From an optimization exercise on the open Yosys and OpenROAD flow, aimed at small area, a short achievable clock period and few clock cycles per item; shortcuts taken in it are not production practice.
In this exercise RTL edits were held to simulation tests only and were not proved equivalent to the original.
No run shown here takes its clock network from TritonCTS; it comes from the design's own scripts or RTL.
The flow treats the clock pin as an ideal source. Dropping or thinning the clock tree relies on that and would not hold on a real chip.
Power and IR drop assume default switching activity.

<file path="design.v">
`timescale 1ns / 1ps
module automaton(
    input               clk,
    input               rst,
    input [31:0]        rule,
    output reg [5:0]    row,
    output reg [5:0]    col,
    output reg          world_we,
    input               world_in,
    output reg          world_out,
    output reg          update_done);
localparam P = 9;                
localparam L = 2 * P + 1;        
reg [L-1:0]  sr;                 
reg [63:0]   tb;                 
reg [2:0] cb;
reg [5:0] cc;
reg [2:0] ci;
reg       cs;
reg col0, col62, col63, band0, band7;
reg ci0, ci6, ci7;   
reg smask;       
reg emask;       
reg rst_q;       
reg rd;          
reg nw;          
reg pend;        
reg wsel2;       
reg active;      
reg ud1;
wire n_band0  = col63 ? band7 : band0;
wire n_nbit   = cs ? (tb[1] & ~n_band0) : sr[P];
wire n_wbit   = (cs ? col63 : col0) ? 1'b0 : sr[2*P-1];
wire n_emask  = cs ? col62 : col63;
wire c_top    = ci0;
wire c_nbit   = c_top ? (tb[0] & ~band0) : sr[P+1];
wire c_wbit   = col0 ? 1'b0 : sr[2*P];
wire x_nbit   = rd ? n_nbit : c_nbit;
wire x_wbit   = rd ? n_wbit : c_wbit;
reg [7:0] rlk;       
wire e_bit    = sr[0] & ~emask;
wire s_bit    = sr[P-1] & ~smask;
wire new_bit  = rlk[{sr[P], e_bit, s_bit}];
wire flag     = active & ~cs & (new_bit ^ sr[P]);
wire pend_n = rd ? flag : (wsel2 & pend);
wire nw_n   = pend_n & (~nw | rd);
wire c_last = band7 & col63 & cs;
wire [5:0] cc_p1  = {cc[5] ^ (&cc[4:0]), cc[4] ^ (&cc[3:0]), cc[3] ^ (&cc[2:0]),
                     cc[2] ^ (&cc[1:0]), cc[1] ^ cc[0], ~cc[0]};
wire [5:0] cc_p2  = {cc[5] ^ (&cc[4:1]), cc[4] ^ (&cc[3:1]), cc[3] ^ (&cc[2:1]),
                     cc[2] ^ cc[1], ~cc[1], cc[0]};
wire [2:0] cb_p1  = {cb[2] ^ (&cb[1:0]), cb[1] ^ cb[0], ~cb[0]};
wire [2:0] cb_p2  = {cb[2] ^ cb[1], ~cb[1], cb[0]};
wire [2:0] ci_p1  = {ci[2] ^ (&ci[1:0]), ci[1] ^ ci[0], ~ci[0]};
wire [2:0] ci_p2  = {ci[2] ^ ci[1], ~ci[1], ci[0]};
wire       rw     = cs | (ci7 & rd);
wire       r_srow = rd ? ci6 : ci7;
wire [2:0] r_idx  = rw ? {2'b00, cs & rd} : (rd ? ci_p2 : ci_p1);
wire [5:0] r_col  = rw ? cc_p2 : cc_p1;
wire       r_cy   = rw ? (col62 | col63) : col63;
wire [2:0] r_band = r_cy ? cb_p1 : cb;
wire [2:0] r_bnd1 = r_cy ? cb_p2 : cb_p1;
wire [5:0] r_row  = r_srow ? {r_bnd1, 3'd0} : {r_band, r_idx};
always @(posedge clk) begin
    rst_q <= rst;
    if (rd) begin
        sr <= {sr[L-2:0], world_in};
        if (cs)
            tb <= {sr[P+1], tb[63:1]};
        emask <= n_emask;
    end
    rlk <= rule[{x_nbit, x_wbit, 3'b000} +: 8];
    world_out <= ~sr[P+1];
    if (nw) begin
        row <= {cb, ci - 3'd1};
        col <= cc;
    end else begin
        row <= r_row;
        col <= r_col;
    end
    if (rst_q) begin
        cb <= 3'd7; cc <= 6'd62; ci <= 3'd7; cs <= 1'b0;
        col0 <= 1'b0; col62 <= 1'b1; col63 <= 1'b0;
        band0 <= 1'b0; band7 <= 1'b1;
        smask <= 1'b0;
        ci0 <= 1'b0; ci6 <= 1'b0; ci7 <= 1'b1;
        world_we <= 1'b0;
        rd <= 1'b1;
        nw <= 1'b0;
        pend <= 1'b0;
        wsel2 <= 1'b0;
        active <= 1'b0;
        ud1 <= 1'b0;
        update_done <= 1'b0;
    end else begin
        if (rd) begin
            if (cs) begin
                cs <= 1'b0;
                ci0 <= 1'b1;
                smask <= 1'b0;
                cc <= cc_p1;
                col0 <= col63;
                col63 <= col62;
                col62 <= (cc == 6'd61);
                if (col63) begin
                    cb <= cb_p1;
                    band0 <= band7;
                    band7 <= (cb == 3'd6);
                end
            end else begin
                ci <= ci_p1;
                ci0 <= 1'b0;
                ci6 <= (ci == 3'd5);
                ci7 <= ci6;
                smask <= ci6 & band7;
                if (ci7) cs <= 1'b1;
            end
            wsel2 <= 1'b1;
            if (c_last) active <= 1'b1;
        end else begin
            wsel2 <= 1'b0;
        end
        pend <= pend_n;
        nw <= nw_n;
        ud1 <= rd & c_last & active;
        update_done <= ud1;
        world_we <= nw;
        rd <= ~nw;
    end
end
endmodule
</file>
<file path="constraint.sdc">
create_clock -name core_clock -period 5.0 [get_ports {clk}]
set_input_delay 1.0000 -clock core_clock [delete_from_list [all_inputs] [get_ports {clk}]]
set_output_delay 1.0000 -clock core_clock [all_outputs]
set_load 0.01 [all_outputs]
</file>
<file path="standard.sh">
#!/bin/bash
# synth_recipe.tcl (not shown) runs the flow's synth.tcl, then flattens the netlist and writes it again
# the make line also repeats each setting of config.mk as NAME=value (left out here)
make -C /OpenROAD-flow-scripts/flow DESIGN_CONFIG=/design/flow/config.mk WORK_HOME=/design/flow/orfs CLKGATE_MAP_FILE= SYNTH_SCRIPT=/design/flow/synth_recipe.tcl "${@:-finish}"
</file>
<file path="flow/cts_flat.tcl">
# Clock tree step of the layout, in place of ORFS's cts.tcl: a clock tree of
# one or two levels built by hand. The clock port drives N1 buffers or
# inverters (FLAT_CLK_N1 of FLAT_CLK_BUF1); each drives some of N2 leaf buffers
# or inverters (FLAT_CLK_N2 of FLAT_CLK_BUF2; none for a one-level tree), and
# each leaf drives the registers nearest to it, so every register's clock
# passes through the same number of cells. Groups come from a
# balanced k-means on positions. The rest is as in ORFS's cts.tcl: timing
# repair and detailed placement.
utl::set_metrics_stage "cts__{}"
source $::env(SCRIPTS_DIR)/load.tcl
erase_non_stage_variables cts
load_design 3_place.odb 3_place.sdc

set_dont_use $::env(DONT_USE_CELLS)

set n1 $::env(FLAT_CLK_N1)
set n2 $::env(FLAT_CLK_N2)
set buf1 $::env(FLAT_CLK_BUF1)
set buf2 $::env(FLAT_CLK_BUF2)

set db [ord::get_db]
set block [ord::get_db_block]
set clk_net [[$block findBTerm clk] getNet]

# points: list of {x y}; returns {assignment centers}, at most ceil(n/k) each
proc balanced_kmeans { points k } {
  set n [llength $points]
  set sx 0.0; set sy 0.0
  foreach p $points { set sx [expr {$sx + [lindex $p 0]}]; set sy [expr {$sy + [lindex $p 1]}] }
  set mx [expr {$sx / $n}]; set my [expr {$sy / $n}]
  set byang {}
  foreach p $points {
    lappend byang [list [expr {atan2([lindex $p 1] - $my, [lindex $p 0] - $mx)}] {*}$p]
  }
  set byang [lsort -real -index 0 $byang]
  set cx {}; set cy {}
  for {set j 0} {$j < $k} {incr j} {
    set p [lindex $byang [expr {int(($j + 0.5) * $n / $k)}]]
    lappend cx [lindex $p 1]; lappend cy [lindex $p 2]
  }
  set cap [expr {($n + $k - 1) / $k}]
  for {set iter 0} {$iter < 20} {incr iter} {
    set pairs {}
    set i 0
    foreach p $points {
      for {set j 0} {$j < $k} {incr j} {
        lappend pairs [list [expr {abs([lindex $p 0] - [lindex $cx $j]) + abs([lindex $p 1] - [lindex $cy $j])}] $i $j]
      }
      incr i
    }
    set pairs [lsort -real -index 0 $pairs]
    set assign [lrepeat $n -1]
    set an [lrepeat $k 0]
    foreach q $pairs {
      lassign $q d i j
      if {[lindex $assign $i] >= 0 || [lindex $an $j] >= $cap} { continue }
      lset assign $i $j
      lset an $j [expr {[lindex $an $j] + 1}]
    }
    set ax [lrepeat $k 0.0]; set ay [lrepeat $k 0.0]
    foreach p $points a $assign {
      lset ax $a [expr {[lindex $ax $a] + [lindex $p 0]}]
      lset ay $a [expr {[lindex $ay $a] + [lindex $p 1]}]
    }
    for {set j 0} {$j < $k} {incr j} {
      if {[lindex $an $j] > 0} {
        lset cx $j [expr {[lindex $ax $j] / [lindex $an $j]}]
        lset cy $j [expr {[lindex $ay $j] / [lindex $an $j]}]
      }
    }
  }
  puts "clock tree: group sizes $an"
  return [list $assign $cx $cy]
}

proc add_buffer { name cell x y in_net } {
  set master [[ord::get_db] findMaster $cell]
  set block [ord::get_db_block]
  set inst [odb::dbInst_create $block $master $name]
  set net [odb::dbNet_create $block "${name}_net"]
  $net setSigType CLOCK
  foreach it [$inst getITerms] {
    if {[$it isInputSignal]} { $it connect $in_net }
    if {[$it isOutputSignal]} { $it connect $net }
  }
  $inst setLocation [expr {int($x - [$master getWidth] / 2)}] [expr {int($y - [$master getHeight] / 2)}]
  $inst setPlacementStatus PLACED
  return $net
}

set sinks {}
set pts {}
foreach it [$clk_net getITerms] {
  set bb [[$it getInst] getBBox]
  lappend sinks $it
  lappend pts [list [expr {([$bb xMin] + [$bb xMax]) / 2.0}] [expr {([$bb yMin] + [$bb yMax]) / 2.0}]]
}
puts "clock tree: [llength $sinks] sinks, $n1 x $buf1 over $n2 x $buf2"

if {$n2 > 0} {
  lassign [balanced_kmeans $pts $n2] a2 x2 y2
  set leafpts {}
  for {set j 0} {$j < $n2} {incr j} { lappend leafpts [list [lindex $x2 $j] [lindex $y2 $j]] }
  lassign [balanced_kmeans $leafpts $n1] a1 x1 y1
  set nets1 {}
  for {set j 0} {$j < $n1} {incr j} {
    lappend nets1 [add_buffer "clkbuf_top_$j" $buf1 [lindex $x1 $j] [lindex $y1 $j] $clk_net]
  }
  set nets2 {}
  for {set j 0} {$j < $n2} {incr j} {
    lappend nets2 [add_buffer "clkbuf_leaf_$j" $buf2 [lindex $x2 $j] [lindex $y2 $j] [lindex $nets1 [lindex $a1 $j]]]
  }
} else {
  # one level: the port's buffers drive the registers
  lassign [balanced_kmeans $pts $n1] a2 x2 y2
  set nets2 {}
  for {set j 0} {$j < $n1} {incr j} {
    lappend nets2 [add_buffer "clkbuf_top_$j" $buf1 [lindex $x2 $j] [lindex $y2 $j] $clk_net]
  }
}
foreach it $sinks a $a2 {
  $it disconnect
  $it connect [lindex $nets2 $a]
}
global_connect

set_propagated_clock [all_clocks]

utl::push_metrics_stage "cts__{}__pre_repair_timing"
log_cmd estimate_parasitics -placement
utl::pop_metrics_stage

set_placement_padding -global \
  -left $::env(CELL_PAD_IN_SITES_DETAIL_PLACEMENT) \
  -right $::env(CELL_PAD_IN_SITES_DETAIL_PLACEMENT)
detailed_placement
log_cmd estimate_parasitics -placement

report_clock_skew
report_clock_min_period

repair_timing_helper
detailed_placement
check_placement -verbose

report_metrics 4 "cts final"
orfs_write_db $::env(RESULTS_DIR)/4_1_cts.odb
orfs_write_sdc $::env(RESULTS_DIR)/4_cts.sdc
</file>
<file path="config.mk">
export PLATFORM = sky130hd
export DESIGN_NAME = automaton
export DESIGN_NICKNAME = automaton
export VERILOG_FILES = /design/flow/design.v
export SDC_FILE = /design/flow/constraint.sdc
export NUM_CORES = 4
export LEC_CHECK = 0
export ABC_CLOCK_PERIOD_IN_PS = 1700
export CAP_MARGIN = 20
export CORE_MARGIN = 2
export CORE_UTILIZATION = 65
export CTS_BUF_LIST = sky130_fd_sc_hd__clkbuf_4 sky130_fd_sc_hd__clkbuf_8
export CTS_CLUSTER_DIAMETER = 100
export CTS_CLUSTER_SIZE = 30
export SETUP_SLACK_MARGIN = 3.35
export SLEW_MARGIN = 20
</file>
<file path="flow/run.sh">
#!/bin/bash
# The standard layout (standard.sh) with these changes:
#  - ports are buffered with buf_2 instead of the slow delay buffer that
#    buffer_ports picks by default;
#  - the resizer may swap cells of different footprints;
#  - flow/cts_flat.tcl replaces ORFS's cts step with a two-level clock tree
#    built by hand: the clock port drives one buffer, which drives eight leaf
#    buffers that drive the registers.
# Each step's output goes to its own log here.
set -euo pipefail
here=$(pwd)
export BUFFER_PORTS_ARGS="-buffer_cell sky130_fd_sc_hd__buf_2"
export FLAT_CLK_N1=4 FLAT_CLK_BUF1=sky130_fd_sc_hd__clkbuf_16
export FLAT_CLK_N2=0 FLAT_CLK_BUF2=sky130_fd_sc_hd__clkbuf_8
sed 's/CLKGATE_MAP_FILE= /CLKGATE_MAP_FILE= MATCH_CELL_FOOTPRINT=0 /' standard.sh > standard_own.sh
grep -q MATCH_CELL_FOOTPRINT=0 standard_own.sh
bash standard_own.sh place > place.log 2>&1
bash standard_own.sh run RUN_SCRIPT="$here/flow/cts_flat.tcl" RUN_LOG_NAME_STEM=4_1_cts > cts.log 2>&1
bash standard_own.sh finish > finish.log 2>&1
</file>
==> results of run 1 <==
-- layer usage --
layer  vias up  track usage [%]  share of wire, %
met5         -                0                 0
met4         0             2.53               1.6
met3         9             1.00               3.9
met2        65             32.2                47
met1      1318             27.8                47
li1       1301                -                 -
-- per-stage QoR --
stage / util (%) / area, µm² / hold slack (ns) / instances
2_1_floorplan: - / 4920 / 0.400 / 325
3_5_place_dp: 71.7 / 5230 / 0.405 / 463
6_report: 75.1 / 5470 / 0.429 / 477
3_3_place_gp: 71.7 / 5230 / 0.402 / 463
5_1_grt: 75.1 / 5470 / 0.439 / 477
-- layout make-up --
cell class,instances,area [µm²]
plain buffers,4,100
inverters,11,41.3
well taps,99,124
fillers,490,1820
multi-input cells,167,1260
repair buffers,60,377
flip-flops and latches,136,3580
-- cell families after synthesis --
| group | count (synthesis) |
|---|---|
| multiplexers | 17 |
| adder cells (fa/ha/maj) | 11 |
| AO/OA/AOI/OAI | 56 |
| AND/OR/NAND/NOR | 75 |
| flip-flops | 136 |
| XOR/XNOR | 8 |
| buffers and inverters | 22 |
-- path summary, 6_finish.rpt --
path / start / to / slack (ns) / cells past startpoint
setup reg to reg: cs$_SDFFE_PP0P_ / rlk[3]$_DFF_P_ / 3.41 / 4
setup / recovery: world_we$_SDFF_PP0_ / world_we / 3.37 / 1
hold reg to reg: tb[62]$_DFFE_PN_ / tb[61]$_DFFE_PN_ / 0.43 / 0
hold / removal: tb[62]$_DFFE_PN_ / tb[61]$_DFFE_PN_ / 0.43 / 0
-- state kept, by name, summed over array words and instances, names as in the netlist, 3 cells and up --
name	flops
row	6
tb	64
sr	19
cb	3
cc	6
col	6
rlk	8
ci	3
-- synthesized netlist by cell type, types with 2 or more instances --
library cell,n
sky130_fd_sc_hd__buf_4,4
sky130_fd_sc_hd__edfxtp_1,84
sky130_fd_sc_hd__dfxtp_1,52
sky130_fd_sc_hd__a31oi_1,2
sky130_fd_sc_hd__mux4_2,9
sky130_fd_sc_hd__and3_1,4
sky130_fd_sc_hd__clkbuf_1,5
sky130_fd_sc_hd__nor3b_1,2
sky130_fd_sc_hd__inv_2,2
sky130_fd_sc_hd__a21o_1,2
sky130_fd_sc_hd__o21ai_0,9
sky130_fd_sc_hd__o21bai_1,3
sky130_fd_sc_hd__a21oi_1,21
sky130_fd_sc_hd__xnor2_1,4
sky130_fd_sc_hd__a211o_1,6
sky130_fd_sc_hd__nand2_1,23
sky130_fd_sc_hd__ha_1,11
sky130_fd_sc_hd__nand3_1,6
sky130_fd_sc_hd__inv_1,9
sky130_fd_sc_hd__mux2i_1,6
sky130_fd_sc_hd__nor2b_1,4
sky130_fd_sc_hd__o31ai_1,3
sky130_fd_sc_hd__nand3b_1,3
sky130_fd_sc_hd__nor3_1,5
sky130_fd_sc_hd__nand4b_1,2
sky130_fd_sc_hd__nor2_1,14
sky130_fd_sc_hd__nand2b_1,7
sky130_fd_sc_hd__xor2_1,4
sky130_fd_sc_hd__o22ai_1,2
-- where the power goes --
part	internal, W	switching (W)	leakage (nW)
sequential	0.00135	0.0000698	1.25
clock	0.000150	0.000256	0.0493
combinational	0.000161	0.000171	0.827
total	0.00166	0.000496	2.12
-- what timing repair did --
item | in CTS | in global routing
setup buffers | 6 | 4
endpoints found under the setup margin | 86 | 25
gates cloned | 0 | 0
pin swaps | 1 | 2
gates resized for setup | 10 | 8
==> impl_results.rst, run 1 <==
.. list-table::
   :header-rows: 1

   * - Metric
     - Value
   * - Pwr Total
     - 0.00216 W
   * - Status
     - complete, no violations
   * - Crit path largest cell delay
     - 0.34 ns
   * - Slew Limit Fails
     - 0
   * - Residual DRC count
     - 0
   * - Unrepaired setup endpoints after global routing
     - true
   * - Hold Fails Final Rpt
     - 0
   * - Clock Pin Slew Worst Setup and Hold Paths
     - 0.13 ns
   * - Worst hold-check path type
     - register to register
   * - Post-synth ARST share
     - 0%
   * - Count of nets left with antenna violations after detail routing
     - 0
   * - Vert. Die Dim
     - 90.9 µm
   * - Main combinational cell family by area after synthesis
     - simple AND/OR/NAND/NOR gates
   * - CTS Hold Buffers Added
     - 0
   * - Initial detailed-routing violation count
     - 162
   * - Total die area
     - 8260 µm²
   * - Clock latency at the later pin of the worst-skew pair
     - 0.18 ns
   * - Ports
     - 50
   * - First-pass detailed-route iteration total
     - 4
   * - Most common library cell in the layout ignoring fill and taps
     - sky130_fd_sc_hd__edfxtp_1
   * - Number of warnings printed during yosys synthesis
     - 1
   * - Yosys reg bits
     - 136
   * - Post-synthesis instance area
     - 4910 µm²
   * - Cell with the largest stage delay on the worst path
     - sky130_fd_sc_hd__dfxtp_2
   * - CP Max Fanout
     - 1
   * - Ordered list of cells on the worst path
     - buf_6
   * - Routed wire length
     - 7800 µm
   * - Max Cap Violations
     - 0
   * - Routed vias
     - 2,693
   * - Synthesized instance count
     - 325
   * - Area share of the largest cell type after synthesis
     - 51.4%
   * - Setup TNS after final layout
     - 0 ns
   * - Routed length per instance
     - 16.3 µm
   * - Width of the die
     - 90.9 µm
   * - Core Region
     - 7290 µm²
   * - Data required time at the worst endpoint
     - 4.00 ns
   * - Largest delay contributor family on the critical path
     - flip-flops
   * - Final setup violation count
     - 0
   * - Worst slack, placed
     - 2.75 ns
   * - Yosys top cell by area
     - sky130_fd_sc_hd__edfxtp_1
   * - Leak
     - 2.12 nW
   * - Simple-gate share of the synthesized area
     - 7.80%
   * - Post-layout worst setup margin
     - 3.37 ns
   * - Number of antenna violations at the first check in global routing
     - 0
   * - Net Count, Synth
     - 371
   * - Number of enable-type register cells in the synthesized netlist
     - 84
   * - Period utilisation layout
     - 32.7%
   * - Fraction of synthesized cell area in xor and xnor cells
     - 1.43%
   * - Top library cells by usage in the layout, fill and taps aside
     - sky130_fd_sc_hd__edfxtp_1 (84), sky130_fd_sc_hd__buf_2 (47), sky130_fd_sc_hd__dfxtp_1 (46), sky130_fd_sc_hd__nand2_1 (23), sky130_fd_sc_hd__a21oi_1 (21)
   * - Most instantiated flip-flop cell in the synthesis netlist
     - sky130_fd_sc_hd__edfxtp_1
   * - Area Growth Syn to Fin
     - 11.5%
   * - CP endpoint kind
     - output pin
   * - Overall track demand over capacity in global routing
     - 18.8%
   * - Power density cells
     - 394 nW/µm²
   * - Fmax achieved
     - 612 MHz
   * - Compound-gate portion of the synthesized area
     - 7.36%
   * - Count of antenna diodes in the layout
     - 0
   * - Initial core utilization
     - 67.3%
   * - Worst slew pin tran
     - 1.00 ns
   * - Largest cells by area after synthesis
     - sky130_fd_sc_hd__edfxtp_1 (51%), sky130_fd_sc_hd__dfxtp_1 (21%), sky130_fd_sc_hd__mux4_2 (4.1%), sky130_fd_sc_hd__ha_1 (2.8%), sky130_fd_sc_hd__a21oi_1 (2.1%)
   * - Number of I/O port buffers
     - 49
   * - Row Count
     - 31
   * - Time the worst path needs with I/O delays and setup
     - 1.63 ns
   * - Number of global-route vias before repair
     - 2,590
   * - Worst path arrival time
     - 0.63 ns
   * - Sequential-to-total area share from yosys stat
     - 72.6%
   * - Drt via density
     - 5.65
   * - Maximum clock skew at final layout
     - 0.0195 ns
   * - Adder-cell share of the synthesized area
     - 2.80%
   * - Wire length of the first global-routing pass
     - 12,700 µm
   * - Fraction of layout instances using a drive strength above 1
     - 24.6%
   * - Global route total overflow
     - 0
   * - Final HPWL from detailed placement
     - 4760 µm
   * - Layout net count
     - 426
   * - Post-Syn Area per Cell
     - 15.1 µm²
   * - Kind of start point of the critical path
     - register
   * - Buffers & Inverters on Critical Path
     - 1
   * - Peak VDD IR
     - 0.353 mV
   * - Placer congestion estimate
     - 0.745
   * - Largest net degree at the start of global routing
     - 75
   * - Number of unique standard cell types used by synthesis
     - 46
   * - Worst max-slew margin expressed relative to the limit
     - 33.1%
   * - Class of the most critical setup path
     - register to output pin
   * - Multiplexer share of the synthesized area
     - 5.86%
Testbench counts, summed over its fixed seeds: cycles 308,609, generations 48.
==> run 2, diff against run 1 <==
--- a/flow/run.sh
+++ b/flow/run.sh
@@ -10,8 +10,8 @@
 set -euo pipefail
 here=$(pwd)
 export BUFFER_PORTS_ARGS="-buffer_cell sky130_fd_sc_hd__buf_2"
-export FLAT_CLK_N1=4 FLAT_CLK_BUF1=sky130_fd_sc_hd__clkbuf_16
-export FLAT_CLK_N2=0 FLAT_CLK_BUF2=sky130_fd_sc_hd__clkbuf_8
+export FLAT_CLK_N1=4 FLAT_CLK_BUF1=sky130_fd_sc_hd__clkinv_4
+export FLAT_CLK_N2=8 FLAT_CLK_BUF2=sky130_fd_sc_hd__clkinv_8
 sed 's/CLKGATE_MAP_FILE= /CLKGATE_MAP_FILE= MATCH_CELL_FOOTPRINT=0 /' standard.sh > standard_own.sh
 grep -q MATCH_CELL_FOOTPRINT=0 standard_own.sh
 bash standard_own.sh place > place.log 2>&1
==> run 2 against run 1 <==
Still clean. Register-to-register slack about the same. Fmax is 0.84% higher. Design area grew 1.5%. Via count up 3.0%. First-iteration DRC count increased by 8.6%. Wire length increased by 3.5%. Worst setup slack improved by 0.014 ns. Critical endpoint unchanged. Largest power group unchanged.
==> impl_results.rst, run 2 <==
.. list-table::
   :header-rows: 1

   * - Metric
     - Value
   * - Status
     - complete, no violations
   * - Unrepaired setup endpoints after global routing
     - false
   * - Largest delay contributor family on the critical path
     - flip-flops
   * - Register with the most flip-flops
     - tb
   * - Buffers & Inverters on Critical Path
     - 1 (unchanged)
   * - Data required time at the worst endpoint
     - 4.00 ns (about the same)
   * - Largest registers ranked by flip-flop count
     - tb (64), sr (19), rlk (8)
   * - Number of warnings printed during yosys synthesis
     - 1 (unchanged)
   * - Cell-internal power
     - 0.00160 W (-3.7%)
   * - Time the worst path needs with I/O delays and setup
     - 1.62 ns (-0.0136 ns)
   * - Clock latency at the later pin of the worst-skew pair
     - 0.19 ns (about the same)
   * - Global route total overflow
     - 0 (unchanged)
   * - Yosys reg bits
     - 136 (unchanged)
   * - Peak VDD IR
     - 0.252 mV (-29%)
   * - Routed vias
     - 2,775 (+3.0%)
   * - Maximum clock skew at final layout
     - 0.0276 ns (+0.00802 ns)
   * - Slew Limit Fails
     - 0 (unchanged)
   * - Residual DRC count
     - 0 (unchanged)
   * - Leak
     - 2.15 nW (+1.5%)
   * - Post-layout worst setup margin
     - 3.38 ns (+0.0136 ns)
   * - Ports
     - 50 (unchanged)
   * - Cell with the largest stage delay on the worst path
     - sky130_fd_sc_hd__dfxtp_1
   * - Post-Syn Area per Cell
     - 15.1 µm² (unchanged)
   * - Routed length per instance
     - 16.6 µm (+1.3%)
   * - Yosys top cell by area
     - sky130_fd_sc_hd__edfxtp_1
   * - CP Max Fanout
     - 1 (unchanged)
   * - Ordered list of cells on the worst path
     - buf_2
   * - Sequential-to-total area share from yosys stat
     - 72.6% (unchanged)
   * - Placed inst area
     - 5230 µm² (unchanged)
   * - Largest net degree at the start of global routing
     - 75 (unchanged)
   * - Worst slack, placed
     - 2.75 ns (unchanged)
   * - Layout net count
     - 436 (+2.3%)
   * - Max Cap Violations
     - 0 (unchanged)
   * - Count of antenna diodes in the layout
     - 0 (unchanged)
   * - Total die area
     - 8260 µm² (unchanged)
   * - Worst Hold Margin
     - 0.411 ns (-0.0179 ns)
   * - Clock Pin Slew Worst Setup and Hold Paths
     - 0.07 ns (-0.06 ns)
   * - Fraction of layout instances using a drive strength above 1
     - 26.3% (+1.7 points)
   * - Post-synth top cells
     - sky130_fd_sc_hd__edfxtp_1 (84), sky130_fd_sc_hd__dfxtp_1 (52), sky130_fd_sc_hd__nand2_1 (23)
   * - Setup TNS after final layout
     - 0 ns (unchanged)
   * - Wire length of the first global-routing pass
     - 12,900 µm (+1.4%)
   * - Final HPWL from detailed placement
     - 4760 µm (unchanged)
   * - Post-synthesis instance area
     - 4910 µm² (unchanged)
   * - Initial core utilization
     - 67.3% (unchanged)
   * - Most common library cell in the layout ignoring fill and taps
     - sky130_fd_sc_hd__edfxtp_1
   * - Most common cell in the synthesized netlist
     - sky130_fd_sc_hd__edfxtp_1
   * - Fmax achieved
     - 617 MHz (+0.84%)
   * - Switch share
     - 28.0% (+5.0 points)
   * - Count of nets left with antenna violations after detail routing
     - 0 (unchanged)
   * - Largest register FFs
     - 64 (unchanged)
   * - Switching component of the power
     - 0.000622 W (+25%)
   * - Number of antenna violations at the first check in global routing
     - 0 (unchanged)
   * - Synthesized instance count
     - 325 (unchanged)
   * - Placer congestion estimate
     - 0.745 (unchanged)
   * - Post-synth ARST share
     - 0% (unchanged)
   * - Worst max-slew margin expressed relative to the limit
     - 36.5% (+3.4 points)
   * - Area Growth Syn to Fin
     - 13.2%
   * - Worst hold-check path type
     - register to register
   * - Most instantiated flip-flop cell in the synthesis netlist
     - sky130_fd_sc_hd__edfxtp_1
   * - Power density cells
     - 400 nW/µm² (+1.4%)
   * - Number of I/O port buffers
     - 49 (unchanged)
   * - Crit path largest cell delay
     - 0.31 ns (-0.03 ns)
   * - Initial detailed-routing violation count
     - 176 (+8.6%)
   * - Area share of the largest cell type after synthesis
     - 51.4% (unchanged)
   * - Sequential cell fraction of total power
     - 63.9% (-1.9 points)
   * - Proportion of power drawn by combinational gates
     - 15.3% (about the same)
   * - Final setup violation count
     - 0 (unchanged)
   * - Row Count
     - 31 (unchanged)
   * - Net Count, Synth
     - 371 (unchanged)
   * - Clock share of power
     - 20.8% (+2.0 points)
   * - First-pass detailed-route iteration total
     - 4 (unchanged)
   * - Largest cells by area after synthesis
     - sky130_fd_sc_hd__edfxtp_1 (51%), sky130_fd_sc_hd__dfxtp_1 (21%), sky130_fd_sc_hd__mux4_2 (4.1%), sky130_fd_sc_hd__ha_1 (2.8%), sky130_fd_sc_hd__a21oi_1 (2.1%)
   * - Hold Fails Final Rpt
     - 0 (unchanged)
   * - Number of enable-type register cells in the synthesized netlist
     - 84 (unchanged)
   * - Width of the die
     - 90.9 µm (unchanged)
   * - Kind of start point of the critical path
     - register
   * - Period utilisation layout
     - 32.4% (-0.27 points)
   * - Overall track demand over capacity in global routing
     - 19.1% (+0.40 points)
   * - Class of the most critical setup path
     - register to output pin
   * - Worst slew pin tran
     - 0.951 ns (-0.0507 ns)
   * - Routed wire length
     - 8070 µm (+3.5%)
   * - Post-route design area
     - 5560 µm² (+1.5%)
   * - Drt via density
     - 5.70 (+0.93%)
   * - Vert. Die Dim
     - 90.9 µm (unchanged)
   * - Top library cells by usage in the layout, fill and taps aside
     - sky130_fd_sc_hd__edfxtp_1 (84), sky130_fd_sc_hd__dfxtp_1 (48), sky130_fd_sc_hd__buf_2 (48), sky130_fd_sc_hd__nand2_1 (23), sky130_fd_sc_hd__a21oi_1 (21)
   * - CP endpoint kind
     - output pin
   * - Core Region
     - 7290 µm² (unchanged)
   * - Number of unique standard cell types used by synthesis
     - 46 (unchanged)
   * - Number of global-route vias before repair
     - 2,698 (+4.2%)
   * - Worst path arrival time
     - 0.62 ns (about the same)
## run 2: cell counts after synthesis
No cell type changed its count.
## run 2: power by group through the flow
stage / sequential, W / combinational, W / clock, W
4_1_cts: 0.00142 / 0.000322 / 0.000477
5_1_grt: 0.00143 / 0.000377 / 0.000508
3_5_place_dp: 0.00144 / 0.000307 / 0
2_1_floorplan: 0.00143 / 0.000219 / 0
6_report: 0.00142 / 0.000340 / 0.000461
3_3_place_gp: 0.00144 / 0.000298 / 0
## run 2: stage by stage
step                      total power, W  std cells  util (%)
after floorplan                  0.00165        325         -
after global placement           0.00174        463      71.7
after detailed placement         0.00175        463      71.7
after global routing             0.00232        487      76.2
final                            0.00222        487      76.2
## run 2: layout make-up
type	count	area, µm²
Multi-Input combinational cell	167	1270
Tap cell	99	124
Fill cell	497	1730
Sequential cell	136	3570
Timing Repair Buffer	62	382
Inverter	23	206
## run 2: repair_timing
action                                  CTS  global route
endpoints found under the setup margin   86            16
gates resized for setup                  10             8
setup buffers                             5             7
hold buffers                              0             0
pin swaps                                 1             3
## run 2: logic make-up (layout without fill, tap and decap cells)
group,Yosys count,after routing,share of synthesized area [%]
buf+inv,22,85,2.17
fa+ha+maj,11,11,2.80
xor+xnor,8,8,1.43
mux,17,17,5.86
compound gates,56,56,7.36
flops,136,136,72.6
simple gates,75,75,7.80
## run 2: worst paths after layout
check / start / endpoint / slack [ns] / depth (start not counted)
worst max-delay path: world_we$_SDFF_PP0_ / world_we / 3.38 / 1
worst min-delay path: tb[62]$_DFFE_PN_ / tb[61]$_DFFE_PN_ / 0.41 / 0
worst max register to register: rd$_SDFF_PP1_ / rlk[3]$_DFF_P_ / 3.42 / 5
worst min register to register: tb[62]$_DFFE_PN_ / tb[61]$_DFFE_PN_ / 0.41 / 0
## run 2: routing by layer
metal,GRT usage (%),part of all wire (%),wire [µm]
met4,3.91,2.1,168
met2,32.5,48,3910
met1,27.4,45,3600
met3,2.00,4.8,390
met5,0,0,0
==> run 3, diff against run 2 <==
--- a/flow/run.sh
+++ b/flow/run.sh
@@ -10,7 +10,7 @@
 set -euo pipefail
 here=$(pwd)
 export BUFFER_PORTS_ARGS="-buffer_cell sky130_fd_sc_hd__buf_2"
-export FLAT_CLK_N1=4 FLAT_CLK_BUF1=sky130_fd_sc_hd__clkinv_4
+export FLAT_CLK_N1=4 FLAT_CLK_BUF1=sky130_fd_sc_hd__clkinv_8
 export FLAT_CLK_N2=8 FLAT_CLK_BUF2=sky130_fd_sc_hd__clkinv_8
 sed 's/CLKGATE_MAP_FILE= /CLKGATE_MAP_FILE= MATCH_CELL_FOOTPRINT=0 /' standard.sh > standard_own.sh
 grep -q MATCH_CELL_FOOTPRINT=0 standard_own.sh
==> run 3 against run 2 <==
Global-route usage grew 0.28 points. Critical endpoint is now row[4]$_DFF_P_. Sequential power hardly changed. Clock power is 5.0% higher. Synthesized area stayed put. Sequential cell count unchanged. Utilization is 0.069 points higher. Combinational power down 1%. Design area about the same. Still clean on timing, DRC and antenna. Fmax increased by 1.2%. Wire length increased by 1.4%.
==> impl_results.rst, run 3 <==
.. list-table::
   :header-rows: 1

   * - Metric
     - Value
   * - Status
     - complete, no violations
   * - Class of the most critical setup path
     - register to register
   * - Final HPWL from detailed placement
     - 4760 µm (unchanged)
   * - Overall track demand over capacity in global routing
     - 19.4% (+0.28 points)
   * - First-pass detailed-route iteration total
     - 4 (unchanged)
   * - Worst max-slew margin expressed relative to the limit
     - 33.9% (-2.6 points)
   * - Fmax achieved
     - 624 MHz (+1.2%)
   * - Number of unique standard cell types used by synthesis
     - 46 (unchanged)
   * - Kind of start point of the critical path
     - register
   * - Non-filler cells, final
     - 486 (-0.21%)
   * - Leak
     - 2.16 nW (+0.11%)
   * - Layout fillers
     - 495 (-0.40%)
   * - Routed wire length
     - 8180 µm (+1.4%)
   * - Number of cells traversed by the worst register-to-register path
     - 5 (unchanged)
   * - Global route total overflow
     - 0 (unchanged)
   * - Core Region
     - 7290 µm² (unchanged)
   * - Drt via density
     - 5.69 (-0.16%)
   * - Peak VDD IR
     - 0.250 mV (-0.56%)
   * - Routed length per instance
     - 16.8 µm (+1.6%)
   * - Yosys reg bits
     - 136 (unchanged)
   * - Post-synth ARST share
     - 0% (unchanged)
   * - Worst path arrival time
     - 1.59 ns (+0.97 ns)
   * - CTS Hold Buffers Added
     - 0 (unchanged)
   * - Yosys top cell by area
     - sky130_fd_sc_hd__edfxtp_1
   * - Worst slew pin tran
     - 0.989 ns (+0.0386 ns)
   * - Residual DRC count
     - 0 (unchanged)
   * - Hold Crit Depth
     - 0 (unchanged)
   * - Largest register FFs
     - 64 (unchanged)
   * - CP Max Fanout
     - 9 (+8)
   * - Vert. Die Dim
     - 90.9 µm (unchanged)
   * - Largest registers ranked by flip-flop count
     - tb (64), sr (19), rlk (8)
   * - Setup TNS after final layout
     - 0 ns (unchanged)
   * - Area share of the largest cell type after synthesis
     - 51.4% (unchanged)
   * - Launch instance of the worst register-to-register path
     - ci7$_SDFFE_PP1P_
   * - Final setup violation count
     - 0 (unchanged)
   * - Count of antenna diodes in the layout
     - 0 (unchanged)
   * - Hold Startpoint
     - tb[3]$_DFFE_PN_
   * - Total placed cells including tap cells
     - 463 (unchanged)
   * - Hold Crit Endpoint
     - tb[2]$_DFFE_PN_
   * - Ports
     - 50 (unchanged)
   * - Slew Limit Fails
     - 0 (unchanged)
   * - Most common cell in the synthesized netlist
     - sky130_fd_sc_hd__edfxtp_1
   * - Total die area
     - 8260 µm² (unchanged)
   * - Unrepaired setup endpoints after global routing
     - true
   * - Initial detailed-routing violation count
     - 176 (unchanged)
   * - Placer congestion estimate
     - 0.745 (unchanged)
   * - Number of global-route vias before repair
     - 2,734 (+1.3%)
   * - Data required time at the worst endpoint
     - 4.99 ns (+0.99 ns)
   * - Largest cells by area after synthesis
     - sky130_fd_sc_hd__edfxtp_1 (51%), sky130_fd_sc_hd__dfxtp_1 (21%), sky130_fd_sc_hd__mux4_2 (4.1%), sky130_fd_sc_hd__ha_1 (2.8%), sky130_fd_sc_hd__a21oi_1 (2.1%)
   * - Period utilisation layout
     - 32.0% (-0.39 points)
   * - Clock Pin Slew Worst Setup and Hold Paths
     - 0.07 ns (about the same)
   * - Top library cells by usage in the layout, fill and taps aside
     - sky130_fd_sc_hd__edfxtp_1 (84), sky130_fd_sc_hd__dfxtp_1 (49), sky130_fd_sc_hd__buf_2 (49), sky130_fd_sc_hd__nand2_1 (23), sky130_fd_sc_hd__a21oi_1 (21)
   * - Row Count
     - 31 (unchanged)
   * - Number of antenna violations at the first check in global routing
     - 0 (unchanged)
   * - Synthesized instance count
     - 325 (unchanged)
   * - Routed vias
     - 2,765 (-0.36%)
   * - Post-synthesis instance area
     - 4910 µm² (unchanged)
   * - Most instantiated flip-flop cell in the synthesis netlist
     - sky130_fd_sc_hd__edfxtp_1
   * - Width of the die
     - 90.9 µm (unchanged)
   * - Count of nets left with antenna violations after detail routing
     - 0 (unchanged)
   * - Register with the most flip-flops
     - tb
   * - Number of enable-type register cells in the synthesized netlist
     - 84 (unchanged)
   * - Power density cells
     - 403 nW/µm² (+0.83%)
   * - Number of warnings printed during yosys synthesis
     - 1 (unchanged)
   * - Net Count, Synth
     - 371 (unchanged)
   * - Sequential-to-total area share from yosys stat
     - 72.6% (unchanged)
   * - Most common library cell in the layout ignoring fill and taps
     - sky130_fd_sc_hd__edfxtp_1
   * - CP endpoint kind
     - register
   * - Fraction of layout instances using a drive strength above 1
     - 25.8% (-0.45 points)
   * - Hold Fails Final Rpt
     - 0 (unchanged)
   * - Worst hold-check path type
     - register to register
   * - Time the worst path needs with I/O delays and setup
     - 1.60 ns (-0.0197 ns)
   * - Reg2reg end
     - row[4]$_DFF_P_
   * - Initial core utilization
     - 67.3% (unchanged)
   * - Wire length of the first global-routing pass
     - 13,100 µm (+1.4%)
   * - Layout net count
     - 435 (-0.23%)
   * - Number of I/O port buffers
     - 49 (unchanged)
   * - Maximum clock skew at final layout
     - 0.0171 ns (-0.0105 ns)
   * - Post-Syn Area per Cell
     - 15.1 µm² (unchanged)
   * - Area Growth Syn to Fin
     - 13.3% (about the same)
   * - R2r setup slk
     - 3.40 ns (-0.02 ns)
   * - Post-synth top cells
     - sky130_fd_sc_hd__edfxtp_1 (84), sky130_fd_sc_hd__dfxtp_1 (52), sky130_fd_sc_hd__nand2_1 (23)
   * - Largest net degree at the start of global routing
     - 75 (unchanged)
   * - Clock latency at the later pin of the worst-skew pair
     - 0.14 ns (-0.05 ns)
   * - Max Cap Violations
     - 0 (unchanged)
run 3: cell counts after synthesis:
Identical to the previous run, type by type.
run 3: cells by family (layout without fill, tap and decap cells):
family                     count (synthesis)  in the layout  share of synthesized area (%)
DFF                                      136            136                           72.6
and+or+nand+nor                           75             75                           7.80
AOI/OAI and AO/OA                         56             56                           7.36
buffers and inverters                     22             84                           2.17
muxes                                     17             17                           5.86
adders and majority gates                 11             11                           2.80
xor gates and xnor gates                   8              8                           1.43
run 3: stage by stage:
stage	utilization, %	area, µm²	worst slack [ns]	hold slack, ns	power (W)
finish	76.3	5560	3.40	0.412	0.00224
global route	76.3	5560	3.29	0.423	0.00234
detailed placement	71.7	5230	2.75	0.405	0.00175
global placement	71.7	5230	2.84	0.402	0.00174
floorplan	-	4920	3.44	0.400	0.00165
run 3: repair_timing:
item / CTS / global route
gates cloned: 0 / 0
buffers inserted: 5 / 6
resized for setup: 10 / 4
setup endpoints to repair: 86 / 15
pin swaps: 1 / 3
run 3: critical path: stages, from the launching register on:
cell and delay (ns):
sky130_fd_sc_hd__dfxtp_1 0.48, sky130_fd_sc_hd__a21o_2 0.32, sky130_fd_sc_hd__a21o_1 0.24, sky130_fd_sc_hd__a21oi_1 0.09
sky130_fd_sc_hd__o31ai_1 0.23, sky130_fd_sc_hd__o31ai_1 0.10
run 3: report_power, final:
part	internal [W]	leakage [nW]	switching [W]	total [W]
logic	0.000162	0.829	0.000174	0.000336
registers	0.00135	1.25	0.0000714	0.00142
clock network	0.000107	0.0827	0.000377	0.000484
total	0.00162	2.16	0.000623	0.00224
run 3: routing by layer:
layer / GRT usage [%] / wire (µm) / vias to the layer above
met1: 27.4 / 3560 / 1351
met3: 2.09 / 395 / 16
met5: 0 / 0 / -
met4: 4.29 / 174 / 0
li1: - / - / 1317
met2: 33.3 / 4050 / 81
run 3: worst max-delay path by stage:
stage	end	cells after the start	startpoint
global placement	cb[2]$_SDFFE_PP1P_	6	rd$_SDFF_PP1_
CTS	rlk[3]$_DFF_P_	4	cs$_SDFFE_PP0P_
global route	row[4]$_DFF_P_	5	ci7$_SDFFE_PP1P_
finish	row[4]$_DFF_P_	5	ci7$_SDFFE_PP1P_
detailed placement	cb[2]$_SDFFE_PP1P_	6	cs$_SDFFE_PP0P_
floorplan	rlk[0]$_DFF_P_	1	rule[8]
run 3: cell type report:
class	instances	area (µm²)	share of cell area, %
Inverter	23	236	4.25
Multi-Input combinational cell	167	1270	22.8
Tap cell	99	124	2.23
Sequential cell	136	3570	64.2
Timing Repair Buffer	61	364	6.55
==> run 4, diff against run 3 <==
--- a/flow/run.sh
+++ b/flow/run.sh
@@ -4,13 +4,14 @@
 #    buffer_ports picks by default;
 #  - the resizer may swap cells of different footprints;
 #  - flow/cts_flat.tcl replaces ORFS's cts step with a two-level clock tree
-#    built by hand: the clock port drives one buffer, which drives eight leaf
-#    buffers that drive the registers.
+#    built by hand: the clock port drives four inverters, which drive eight
+#    leaf inverters that drive the registers (every register sees the same
+#    two inversions).
 # Each step's output goes to its own log here.
 set -euo pipefail
 here=$(pwd)
 export BUFFER_PORTS_ARGS="-buffer_cell sky130_fd_sc_hd__buf_2"
-export FLAT_CLK_N1=4 FLAT_CLK_BUF1=sky130_fd_sc_hd__clkinv_8
+export FLAT_CLK_N1=4 FLAT_CLK_BUF1=sky130_fd_sc_hd__clkinv_4
 export FLAT_CLK_N2=8 FLAT_CLK_BUF2=sky130_fd_sc_hd__clkinv_8
 sed 's/CLKGATE_MAP_FILE= /CLKGATE_MAP_FILE= MATCH_CELL_FOOTPRINT=0 /' standard.sh > standard_own.sh
 grep -q MATCH_CELL_FOOTPRINT=0 standard_own.sh
--- a/config.mk
+++ b/config.mk
@@ -5,6 +5,7 @@
 export SDC_FILE = /design/flow/constraint.sdc
 export NUM_CORES = 4
 export LEC_CHECK = 0
+export ABC_AREA = 1
 export ABC_CLOCK_PERIOD_IN_PS = 1700
 export CAP_MARGIN = 20
 export CORE_MARGIN = 2
==> run 4 against run 3 <==
Die area up 4.2%. Critical path type is now register to output pin. Cell count up 20%. Critical path depth down 4. Design area up 3.4%. Fmax down 0.79%. Combinational power up 17%. Via count up 12%. Highest routed layer unchanged. Sequential share of layout area down 2.1 points. Global-route usage up 0.95 points. Clock power down 5.0%. Clock skew up 0.0042 ns. Synthesized cell count up 28%.
==> impl_results.rst, run 4 <==
.. list-table::
   :header-rows: 1

   * - Metric
     - Value
   * - Status
     - complete, no violations
   * - Routed wire length
     - 8650 µm (+5.8%)
   * - Width of the die
     - 92.8 µm (+2.1%)
   * - Post-Syn Area per Cell
     - 12.3 µm² (-19%)
   * - Layout net count
     - 530 (+22%)
   * - Top routing layer used
     - met4
   * - Most instantiated flip-flop cell in the synthesis netlist
     - sky130_fd_sc_hd__edfxtp_1
   * - Largest cells by area after synthesis
     - sky130_fd_sc_hd__edfxtp_1 (49%), sky130_fd_sc_hd__dfxtp_1 (20%), sky130_fd_sc_hd__nand2_1 (6.2%), sky130_fd_sc_hd__inv_1 (3.4%), sky130_fd_sc_hd__ha_1 (2.7%)
   * - Initial core utilization
     - 66.7% (-0.66 points)
   * - Fraction of layout instances using a drive strength above 1
     - 22.6% (-3.2 points)
   * - Sequential-to-total area share from yosys stat
     - 69.5% (-3.0 points)
   * - Post-synth ARST share
     - 0% (unchanged)
   * - Clock Pin Slew Worst Setup and Hold Paths
     - 0.07 ns (about the same)
   * - Yosys top cell by area
     - sky130_fd_sc_hd__edfxtp_1
   * - Buffers & Inverters on Critical Path
     - 1 (+1)
   * - Number of warnings printed during yosys synthesis
     - 1 (unchanged)
   * - Row Count
     - 32 (+3.2%)
   * - Largest net degree at the start of global routing
     - 37 (-51%)
   * - Top library cells by usage in the layout, fill and taps aside
     - sky130_fd_sc_hd__nand2_1 (84), sky130_fd_sc_hd__edfxtp_1 (84), sky130_fd_sc_hd__dfxtp_1 (49), sky130_fd_sc_hd__buf_2 (49), sky130_fd_sc_hd__inv_1 (47)
   * - Number of unique standard cell types used by synthesis
     - 35 (-24%)
   * - Crit path largest cell delay
     - 0.32 ns (-0.16 ns)
   * - Yosys reg bits
     - 136 (unchanged)
   * - Largest delay contributor family on the critical path
     - flip-flops
   * - Setup TNS after final layout
     - 0 ns (unchanged)
   * - Number of I/O port buffers
     - 49 (unchanged)
   * - Wire length of the first global-routing pass
     - 14,100 µm (+8.3%)
   * - Data required time at the worst endpoint
     - 4.00 ns (-0.99 ns)
   * - Cell with the largest stage delay on the worst path
     - sky130_fd_sc_hd__dfxtp_1
   * - Period utilisation layout
     - 32.3% (+0.26 points)
   * - Class of the most critical setup path
     - register to output pin
   * - CP endpoint kind
     - output pin
   * - Routed vias
     - 3,110 (+12%)
   * - Clock latency at the later pin of the worst-skew pair
     - 0.18 ns (+0.04 ns)
   * - Worst hold-check path type
     - register to register
   * - Peak VDD IR
     - 0.272 mV (+8.8%)
   * - Worst path arrival time
     - 0.61 ns (-0.98 ns)
   * - Power density cells
     - 395 nW/µm² (-1.9%)
   * - Largest registers ranked by flip-flop count
     - tb (64), sr (19), rlk (8)
   * - Drt via density
     - 5.33 (-6.4%)
   * - Routed length per instance
     - 14.8 µm (-12%)
   * - Total met3 wirelength after detailed routing
     - 472 µm (+19%)
   * - Synthesized instance count
     - 417 (+28%)
   * - Hold Fails Final Rpt
     - 0 (unchanged)
   * - Max Cap Violations
     - 0 (unchanged)
   * - Vert. Die Dim
     - 92.8 µm (+2.1%)
   * - Number of enable-type register cells in the synthesized netlist
     - 84 (unchanged)
   * - Final HPWL from detailed placement
     - 5250 µm (+10%)
   * - Number of antenna violations at the first check in global routing
     - 0 (unchanged)
   * - Clock share of power
     - 20.2% (-1.4 points)
   * - Area share of the largest cell type after synthesis
     - 49.2% (-2.2 points)
   * - Largest register FFs
     - 64 (unchanged)
   * - Pwr Total
     - 0.00227 W (+1.4%)
   * - First-pass detailed-route iteration total
     - 4 (unchanged)
   * - Cell-internal power
     - 0.00159 W (-1.7%)
   * - Unrepaired setup endpoints after global routing
     - false
   * - Maximum clock skew at final layout
     - 0.0213 ns (+0.00421 ns)
   * - Ordered list of cells on the worst path
     - buf_2
   * - Worst slew pin tran
     - 0.508 ns (-0.482 ns)
   * - Slew Limit Fails
     - 0 (unchanged)
   * - Residual DRC count
     - 0 (unchanged)
   * - Initial detailed-routing violation count
     - 244 (+39%)
   * - Wire length on met2
     - 4000 µm (-1.3%)
   * - Kind of start point of the critical path
     - register
   * - Post-synthesis instance area
     - 5120 µm² (+4.4%)
   * - Time the worst path needs with I/O delays and setup
     - 1.61 ns (+0.0128 ns)
   * - Ports
     - 50 (unchanged)
   * - CP Max Fanout
     - 1 (-8)
   * - Register with the most flip-flops
     - tb
   * - Worst max-slew margin expressed relative to the limit
     - 66.0% (+32 points)
   * - Switching component of the power
     - 0.000681 W (+9.3%)
   * - Final setup violation count
     - 0 (unchanged)
   * - Post-synth top cells
     - sky130_fd_sc_hd__edfxtp_1 (84), sky130_fd_sc_hd__nand2_1 (84), sky130_fd_sc_hd__dfxtp_1 (52)
   * - Sequential cell fraction of total power
     - 62.5% (-0.9 points)
   * - Fmax achieved
     - 619 MHz (-0.79%)
   * - M1 WL
     - 4110 µm (+15%)
   * - Net Count, Synth
     - 463 (+25%)
   * - Core Region
     - 7690 µm² (+5.4%)
   * - Count of antenna diodes in the layout
     - 0 (unchanged)
   * - Overall track demand over capacity in global routing
     - 20.4% (+0.95 points)
   * - Switch share
     - 29.9% (+2.2 points)
   * - Leak
     - 2.46 nW (+14%)
   * - Proportion of power drawn by combinational gates
     - 17.3% (+2.3 points)
   * - Placer congestion estimate
     - 0.799 (+7.3%)
   * - Area Growth Syn to Fin
     - 12.2%
   * - Global route total overflow
     - 0 (unchanged)
   * - Count of nets left with antenna violations after detail routing
     - 0 (unchanged)
   * - CTS Hold Buffers Added
     - 0 (unchanged)
   * - Total die area
     - 8610 µm² (+4.2%)
   * - Number of global-route vias before repair
     - 2,936 (+7.4%)
run 4: changes by cell type in the layout (fill, tap and decap cells not counted), moves of 6 or more:
cell	previous run	this run
sky130_fd_sc_hd__o211ai_1	0	7
sky130_fd_sc_hd__o211ai_2	1	8
sky130_fd_sc_hd__nand2b_1	7	0
sky130_fd_sc_hd__o21ai_0	9	15
sky130_fd_sc_hd__nand3_1	6	27
sky130_fd_sc_hd__mux4_2	9	0
sky130_fd_sc_hd__a211o_1	6	0
sky130_fd_sc_hd__nand2_1	23	84
sky130_fd_sc_hd__a21oi_1	21	12
sky130_fd_sc_hd__inv_1	9	47
sky130_fd_sc_hd__nand2_2	1	13
sky130_fd_sc_hd__mux2i_1	6	0
run 4: cell type report:
class,count,area [µm²]
Multi-Input combinational cell,224,1330
Sequential cell,136,3570
Tap cell,102,128
Fill cell,522,1940
Timing Repair inverter,1,11.3
Timing Repair Buffer,57,322
Inverter,64,390
run 4: path summary, 6_finish.rpt:
kind | from | end | slack [ns] | depth (start not counted)
max | update_done$_SDFF_PP0_ | update_done | 3.39 | 1
min | ud1$_SDFF_PP0_ | update_done$_SDFF_PP0_ | 0.42 | 2
max reg2reg | rd$_SDFF_PP1_ | rlk[6]$_DFF_P_ | 3.39 | 7
min reg2reg | ud1$_SDFF_PP0_ | update_done$_SDFF_PP0_ | 0.42 | 2
run 4: power by group through the flow:
stage | Combinational (W) | Clock, W | Sequential, W
global placement | 0.000357 | 0 | 0.00144
finish | 0.000393 | 0.000460 | 0.00142
detailed placement | 0.000366 | 0 | 0.00144
global route | 0.000447 | 0.000510 | 0.00144
floorplan | 0.000261 | 0 | 0.00144
CTS | 0.000394 | 0.000473 | 0.00142
run 4: timing repair:
| item | CTS | global route |
|---|---|---|
| endpoints found under the setup margin | 21 | 15 |
| hold endpoints to repair | 0 | 0 |
| pin swaps | 3 | 0 |
| gates cloned | 2 | 0 |
| buffers inserted | 5 | 3 |
| gates resized for setup | 5 | 1 |
run 4: through the flow:
step	utilization [%]	hold WS, ns	instance area, µm²	instances	setup WS, ns
2_1_floorplan	-	0.388	5140	417	3.37
5_1_grt	74.8	0.425	5750	584	3.35
3_3_place_gp	70.9	0.392	5450	562	2.92
6_report	74.8	0.416	5750	584	3.39
3_5_place_dp	70.9	0.405	5450	562	2.83
run 4: kinds of logic (layout without fill, tap and decap cells):
family	Yosys count	count (layout)	synth area share (%)
xor gates and xnor gates	10	10	1.71
DFF	136	136	69.5
AOI/OAI and AO/OA	57	57	7.84
muxes	1	1	0.220
adders and majority gates	11	11	2.69
and+or+nand+nor	144	145	13.0
buffers and inverters	58	122	5.03
run 4: routing by layer:
layer / track usage [%] / vias to the layer above
li1: - / 1552
met2: 33.1 / 83
met5: 0 / -
met3: 2.69 / 6
met1: 30.8 / 1469
met4: 2.45 / 0
==> run 5, diff against run 4 <==
--- a/config.mk
+++ b/config.mk
@@ -5,7 +5,6 @@
 export SDC_FILE = /design/flow/constraint.sdc
 export NUM_CORES = 4
 export LEC_CHECK = 0
-export ABC_AREA = 1
 export ABC_CLOCK_PERIOD_IN_PS = 1700
 export CAP_MARGIN = 20
 export CORE_MARGIN = 2
==> run 5 against run 4 <==
Design area shrank 3.3%. Sequential cell count unchanged. Worst hold slack lost 0.0044 ns. Synthesized cell count down 22%. Worst setup slack worse by 0.0069 ns. Largest power group unchanged. Via count fell by 11%. Wire length is 6.8% lower. Largest cell class unchanged. First-iteration DRC count decreased by 28%. Still clean. Power fell by 2.3%. Clock power barely moved. Critical path depth unchanged. Fmax is 0.42% lower.
==> impl_results.rst, run 5 <==
.. list-table::
   :header-rows: 1

   * - Metric
     - Value
   * - Status
     - complete, no violations
   * - Wire length of the first global-routing pass
     - 12,900 µm (-9.0%)
   * - Number of antenna violations at the first check in global routing
     - 0 (unchanged)
   * - Largest registers ranked by flip-flop count
     - tb (64), sr (19), rlk (8)
   * - Total die area
     - 8260 µm² (-4.0%)
   * - Core Region
     - 7290 µm² (-5.1%)
   * - Final HPWL from detailed placement
     - 4760 µm (-9.3%)
   * - Slew Limit Fails
     - 0 (unchanged)
   * - Maximum clock skew at final layout
     - 0.0276 ns (+0.00629 ns)
   * - Peak VDD IR
     - 0.252 mV (-7.5%)
   * - Largest cells by area after synthesis
     - sky130_fd_sc_hd__edfxtp_1 (51%), sky130_fd_sc_hd__dfxtp_1 (21%), sky130_fd_sc_hd__mux4_2 (4.1%), sky130_fd_sc_hd__ha_1 (2.8%), sky130_fd_sc_hd__a21oi_1 (2.1%)
   * - First-pass detailed-route iteration total
     - 4 (unchanged)
   * - Post-synth top cells
     - sky130_fd_sc_hd__edfxtp_1 (84), sky130_fd_sc_hd__dfxtp_1 (52), sky130_fd_sc_hd__nand2_1 (23)
   * - Pwr Total
     - 0.00222 W (-2.3%)
   * - Routed wire length
     - 8070 µm (-6.8%)
   * - Buffers & Inverters on Critical Path
     - 1 (unchanged)
   * - Ports
     - 50 (unchanged)
   * - Area Growth Syn to Fin
     - 13.2%
   * - Fraction of layout instances using a drive strength above 1
     - 26.3% (+3.7 points)
   * - Most instantiated flip-flop cell in the synthesis netlist
     - sky130_fd_sc_hd__edfxtp_1
   * - Number of warnings printed during yosys synthesis
     - 1 (unchanged)
   * - R2r setup slk
     - 3.42 ns (+0.03 ns)
   * - Utilization after layout
     - 76.2% (+1.4 points)
   * - Number of I/O port buffers
     - 49 (unchanged)
   * - Hold Fails Final Rpt
     - 0 (unchanged)
   * - Count of antenna diodes in the layout
     - 0 (unchanged)
   * - Drt via density
     - 5.70 (+7.0%)
   * - Crit path largest cell delay
     - 0.31 ns (about the same)
   * - Layout net count
     - 436 (-18%)
   * - Post-synthesis instance area
     - 4910 µm² (-4.2%)
   * - Number of unique standard cell types used by synthesis
     - 46 (+31%)
   * - Initial core utilization
     - 67.3% (+0.66 points)
   * - Final setup violation count
     - 0 (unchanged)
   * - Power density cells
     - 400 nW/µm² (+1.1%)
   * - Period utilisation layout
     - 32.4% (+0.14 points)
   * - Post-route design area
     - 5560 µm² (-3.3%)
   * - Vert. Die Dim
     - 90.9 µm (-2.0%)
   * - Clock Pin Slew Worst Setup and Hold Paths
     - 0.07 ns (about the same)
   * - Top library cells by usage in the layout, fill and taps aside
     - sky130_fd_sc_hd__edfxtp_1 (84), sky130_fd_sc_hd__dfxtp_1 (48), sky130_fd_sc_hd__buf_2 (48), sky130_fd_sc_hd__nand2_1 (23), sky130_fd_sc_hd__a21oi_1 (21)
   * - Worst slack, placed
     - 2.75 ns (-0.0744 ns)
   * - Largest net degree at the start of global routing
     - 75 (+100%)
   * - CP endpoint kind
     - output pin
   * - Most common cell in the synthesized netlist
     - sky130_fd_sc_hd__edfxtp_1
   * - Max Cap Violations
     - 0 (unchanged)
   * - Number of global-route vias before repair
     - 2,698 (-8.1%)
   * - Number of enable-type register cells in the synthesized netlist
     - 84 (unchanged)
   * - Worst path arrival time
     - 0.62 ns (about the same)
   * - Most common library cell in the layout ignoring fill and taps
     - sky130_fd_sc_hd__edfxtp_1
   * - Data required time at the worst endpoint
     - 4.00 ns (about the same)
   * - Global route total overflow
     - 0 (unchanged)
   * - Net Count, Synth
     - 371 (-20%)
   * - Row Count
     - 31 (-3.1%)
   * - Post-Syn Area per Cell
     - 15.1 µm² (+23%)
   * - Routed vias
     - 2,775 (-11%)
   * - Largest register FFs
     - 64 (unchanged)
   * - Cell with the largest stage delay on the worst path
     - sky130_fd_sc_hd__dfxtp_1
   * - Residual DRC count
     - 0 (unchanged)
   * - Yosys reg bits
     - 136 (unchanged)
   * - Kind of start point of the critical path
     - register
   * - Initial detailed-routing violation count
     - 176 (-28%)
   * - Setup TNS after final layout
     - 0 ns (unchanged)
   * - Worst max-slew margin expressed relative to the limit
     - 36.5% (-30 points)
   * - Routed length per instance
     - 16.6 µm (+12%)
   * - Area share of the largest cell type after synthesis
     - 51.4% (+2.2 points)
   * - Yosys top cell by area
     - sky130_fd_sc_hd__edfxtp_1
   * - Width of the die
     - 90.9 µm (-2.0%)
   * - Register with the most flip-flops
     - tb
   * - Fmax achieved
     - 617 MHz (-0.42%)
   * - Count of nets left with antenna violations after detail routing
     - 0 (unchanged)
   * - Placer congestion estimate
     - 0.745 (-6.8%)
   * - Post-layout worst setup margin
     - 3.38 ns (-0.00687 ns)
   * - Class of the most critical setup path
     - register to output pin
   * - Time the worst path needs with I/O delays and setup
     - 1.62 ns (+0.00687 ns)
   * - Post-synth ARST share
     - 0% (unchanged)
   * - Clock latency at the later pin of the worst-skew pair
     - 0.19 ns (about the same)
   * - Largest delay contributor family on the critical path
     - flip-flops
   * - Ordered list of cells on the worst path
     - buf_2
   * - CP Max Fanout
     - 1 (unchanged)
   * - Synthesized instance count
     - 325 (-22%)
   * - Sequential-to-total area share from yosys stat
     - 72.6% (+3.0 points)
   * - CTS Hold Buffers Added
     - 0 (unchanged)
   * - Leak
     - 2.15 nW (-12%)
   * - Unrepaired setup endpoints after global routing
     - false
   * - Placed inst area
     - 5230 µm² (-4.2%)
   * - Worst hold-check path type
     - register to register
   * - Overall track demand over capacity in global routing
     - 19.1% (-1.2 points)
   * - Worst slew pin tran
     - 0.951 ns (+0.443 ns)
-- run 5: changes by cell type in the layout (fill, tap and decap cells not counted), sizes merged, moves of 10 or more --
| cell | previous run | this run |
|---|---|---|
| a21oi | 12 | 22 |
| nand3 | 28 | 7 |
| o211ai | 15 | 1 |
| inv | 51 | 11 |
| nand2 | 99 | 24 |
-- run 5: final cells by class --
cell class | count | area (µm²)
multi-input cells | 167 | 1270
inverters | 23 | 206
repair buffers | 62 | 382
flip-flops and latches | 136 | 3570
fillers | 497 | 1730
well taps | 99 | 124
-- run 5: cell families after synthesis --
kind of cell               Yosys count  synth area share, %
adders and majority gates           11                 2.80
muxes                               17                 5.86
AOI/OAI and AO/OA                   56                 7.36
and+or+nand+nor                     75                 7.80
buffers and inverters               22                 2.17
DFF                                136                 72.6
xor gates and xnor gates             8                 1.43
-- run 5: final timing paths --
| path | start | end | cells past startpoint |
|---|---|---|---|
| max reg2reg | rd$_SDFF_PP1_ | rlk[3]$_DFF_P_ | 5 |
| min | tb[62]$_DFFE_PN_ | tb[61]$_DFFE_PN_ | 0 |
| max | world_we$_SDFF_PP0_ | world_we | 1 |
| min reg2reg | tb[62]$_DFFE_PN_ | tb[61]$_DFFE_PN_ | 0 |
-- run 5: layer usage --
layer	wire length [µm]	vias to the layer above	GRT usage [%]
met2	3910	92	32.5
met1	3600	1345	27.4
met4	168	0	3.91
li1	-	1322	-
met5	0	-	0
met3	390	16	2.00
-- run 5: timing repair --
item / 4_1_cts / 5_1_grt
setup buffers: 5 / 7
pin swaps: 1 / 3
endpoints found under the setup margin: 86 / 16
gates resized for setup: 10 / 8
-- run 5: stage by stage --
step                      hold slack [ns]  cells
after detailed placement            0.405    463
after global placement              0.402    463
after floorplan                     0.400    325
after global routing                0.420    487
final                               0.411    487
-- run 5: power by group --
group / switching, W / internal, W / leakage [nW]
clock network: 0.000377 / 0.0000839 / 0.0716
registers: 0.0000708 / 0.00135 / 1.25
logic: 0.000174 / 0.000165 / 0.837
total: 0.000622 / 0.00160 / 2.15
==> run 6, diff against run 5 <==
--- a/config.mk
+++ b/config.mk
@@ -12,5 +12,5 @@
 export CTS_BUF_LIST = sky130_fd_sc_hd__clkbuf_4 sky130_fd_sc_hd__clkbuf_8
 export CTS_CLUSTER_DIAMETER = 100
 export CTS_CLUSTER_SIZE = 30
-export SETUP_SLACK_MARGIN = 3.35
+export SETUP_SLACK_MARGIN = 3.25
 export SLEW_MARGIN = 20
==> run 6 against run 5 <==
Still clean on timing, DRC and antenna. Cell count shrank 1.2%. Sequential power is essentially flat. Worst hold slack gained 0.0090 ns. Sequential cell count is the same. Synthesized area is the same.
==> impl_results.rst, run 6 <==
.. list-table::
   :header-rows: 1

   * - Metric
     - Value
   * - Status
     - complete, no violations
   * - Number of enable-type register cells in the synthesized netlist
     - 84 (unchanged)
   * - Sequential-to-total area share from yosys stat
     - 72.6% (unchanged)
   * - Total die area
     - 8260 µm² (unchanged)
   * - Unrepaired setup endpoints after global routing
     - false
   * - Utilization after layout
     - 75.2% (-1.0 points)
   * - Layout fillers
     - 482 (-3.0%)
   * - Wire length of the first global-routing pass
     - 12,900 µm (-0.16%)
   * - Depth of the critical timing path with buffers and inverters included
     - 5 (+4)
   * - Area Growth Syn to Fin
     - 11.7%
   * - Number of unique standard cell types used by synthesis
     - 46 (unchanged)
   * - Power density cells
     - 401 nW/µm² (+0.42%)
   * - Post-synth ARST share
     - 0% (unchanged)
   * - Post-synthesis instance area
     - 4910 µm² (unchanged)
   * - Yosys reg bits
     - 136 (unchanged)
   * - Row Count
     - 31 (unchanged)
   * - Most common cell in the synthesized netlist
     - sky130_fd_sc_hd__edfxtp_1
   * - Cell with the largest stage delay on the worst path
     - sky130_fd_sc_hd__mux4_2
   * - Placer congestion estimate
     - 0.754 (+1.3%)
   * - Vert. Die Dim
     - 90.9 µm (unchanged)
   * - First-pass detailed-route iteration total
     - 4 (unchanged)
   * - Data required time at the worst endpoint
     - 5.03 ns (+1.03 ns)
   * - Residual DRC count
     - 0 (unchanged)
   * - Number of warnings printed during yosys synthesis
     - 1 (unchanged)
   * - Fraction of layout instances using a drive strength above 1
     - 23.8% (-2.5 points)
   * - Ordered list of cells on the worst path
     - nor2b_4, mux4_2, o22ai_1, o22ai_1, nor2b_1
   * - Leak
     - 2.11 nW (-1.9%)
   * - Maximum clock skew at final layout
     - 0.0139 ns (-0.0137 ns)
   * - Post-Syn Area per Cell
     - 15.1 µm² (unchanged)
   * - Final setup violation count
     - 0 (unchanged)
   * - Crit path largest cell delay
     - 0.51 ns (+0.20 ns)
   * - Most common library cell in the layout ignoring fill and taps
     - sky130_fd_sc_hd__edfxtp_1
   * - Final HPWL from detailed placement
     - 4910 µm (+3.2%)
   * - Max Cap Violations
     - 0 (unchanged)
   * - Layout net count
     - 430 (-1.4%)
   * - Class of the most critical setup path
     - register to register
   * - Sequential cell area
     - 3570 µm² (about the same)
   * - Multiplexer share of the synthesized area
     - 5.86% (unchanged)
   * - CP endpoint kind
     - register
   * - Post-synth top cells
     - sky130_fd_sc_hd__edfxtp_1 (84), sky130_fd_sc_hd__dfxtp_1 (52), sky130_fd_sc_hd__nand2_1 (23)
   * - Worst hold-check path type
     - register to register
   * - Number of cells traversed by the worst register-to-register path
     - 5 (unchanged)
   * - Clock latency at the later pin of the worst-skew pair
     - 0.17 ns (-0.02 ns)
   * - Number of I/O port buffers
     - 49 (unchanged)
   * - Fraction of synthesized cell area in xor and xnor cells
     - 1.43% (unchanged)
   * - Compound-gate portion of the synthesized area
     - 7.36% (unchanged)
   * - Largest net degree at the start of global routing
     - 67 (-11%)
   * - Top library cells by usage in the layout, fill and taps aside
     - sky130_fd_sc_hd__edfxtp_1 (84), sky130_fd_sc_hd__dfxtp_1 (50), sky130_fd_sc_hd__buf_2 (49), sky130_fd_sc_hd__nand2_1 (23), sky130_fd_sc_hd__a21oi_1 (21)
   * - Initial detailed-routing violation count
     - 161 (-8.5%)
## run 6: cell types whose count changed in the layout (fill, tap and decap cells not counted), sizes merged
| cell | before | now |
|---|---|---|
| buf | 62 | 56 |
## run 6: cells by family after synthesis
group                      after synthesis
DFF                                    136
and+or+nand+nor                         75
AOI/OAI and AO/OA                       56
buffers and inverters                   22
muxes                                   17
adders and majority gates               11
xor gates and xnor gates                 8
## run 6: per-layer routing
layer	up-vias	routed length (µm)	share of wire, %	track usage [%]
met5	-	0	0	0
met4	0	80	1.0	3.16
met3	6	336	4.4	1.67
met2	64	3510	46	30.6
met1	1315	3700	49	29.5
li1	1314	-	-	-
## run 6: final cells by class
cell class / count / share of cell area [%]
Tap cell: 99 / 2.26
Multi-Input combinational cell: 167 / 22.9
Timing Repair Buffer: 56 / 5.86
Sequential cell: 136 / 65.1
Inverter: 23 / 3.81
## run 6: final timing paths
check / start / endpoint / slack [ns]
worst min-delay path: sr[12]$_DFFE_PP_ / sr[13]$_DFFE_PP_ / 0.42
worst max register to register: emask$_DFFE_PP_ / pend$_SDFF_PP0_ / 3.33
worst max-delay path: emask$_DFFE_PP_ / pend$_SDFF_PP0_ / 3.33
worst min register to register: sr[12]$_DFFE_PP_ / sr[13]$_DFFE_PP_ / 0.42
## run 6: power by group
part	total (W)	switching [W]	internal, W	leakage (nW)
Combinational	0.000320	0.000169	0.000151	0.798
Clock	0.000462	0.000377	0.0000844	0.0716
Sequential	0.00142	0.0000695	0.00135	1.25
Total	0.00220	0.000615	0.00158	2.11
## run 6: repair_timing
action	in CTS	in global routing
endpoints found under the setup margin	94	74
resized for setup	7	4
hold buffers	0	0
setup buffers	5	1
pin swaps	1	1
## run 6: worst register-to-register path: cells and delay by family (launching register included)
| family | cells | cell delay [ns] |
|---|---|---|
| compound gates | 2 | 0.30 |
| simple gates | 2 | 0.31 |
| mux | 1 | 0.51 |
| flops | 1 | 0.43 |
## run 6: per-stage QoR
stage          hold WS, ns  instances  setup slack, ns  total power, W  instance area [µm²]
2_1_floorplan        0.400        325             3.30         0.00165                 4920
3_3_place_gp         0.403        463             2.63         0.00174                 5220
3_5_place_dp         0.405        463             2.52         0.00175                 5220
5_1_grt              0.423        481             3.25         0.00231                 5480
6_report             0.421        481             3.33         0.00220                 5480

Re-timed with assumed drivers on the ports (clkbuf_16 on the clock, buf_2 on other inputs), run 6 has 3.302 ns of setup slack against 3.328 ns with ideal ports, and 3.310 ns once port delays also move by the mid clock arrival of 0.258 ns.
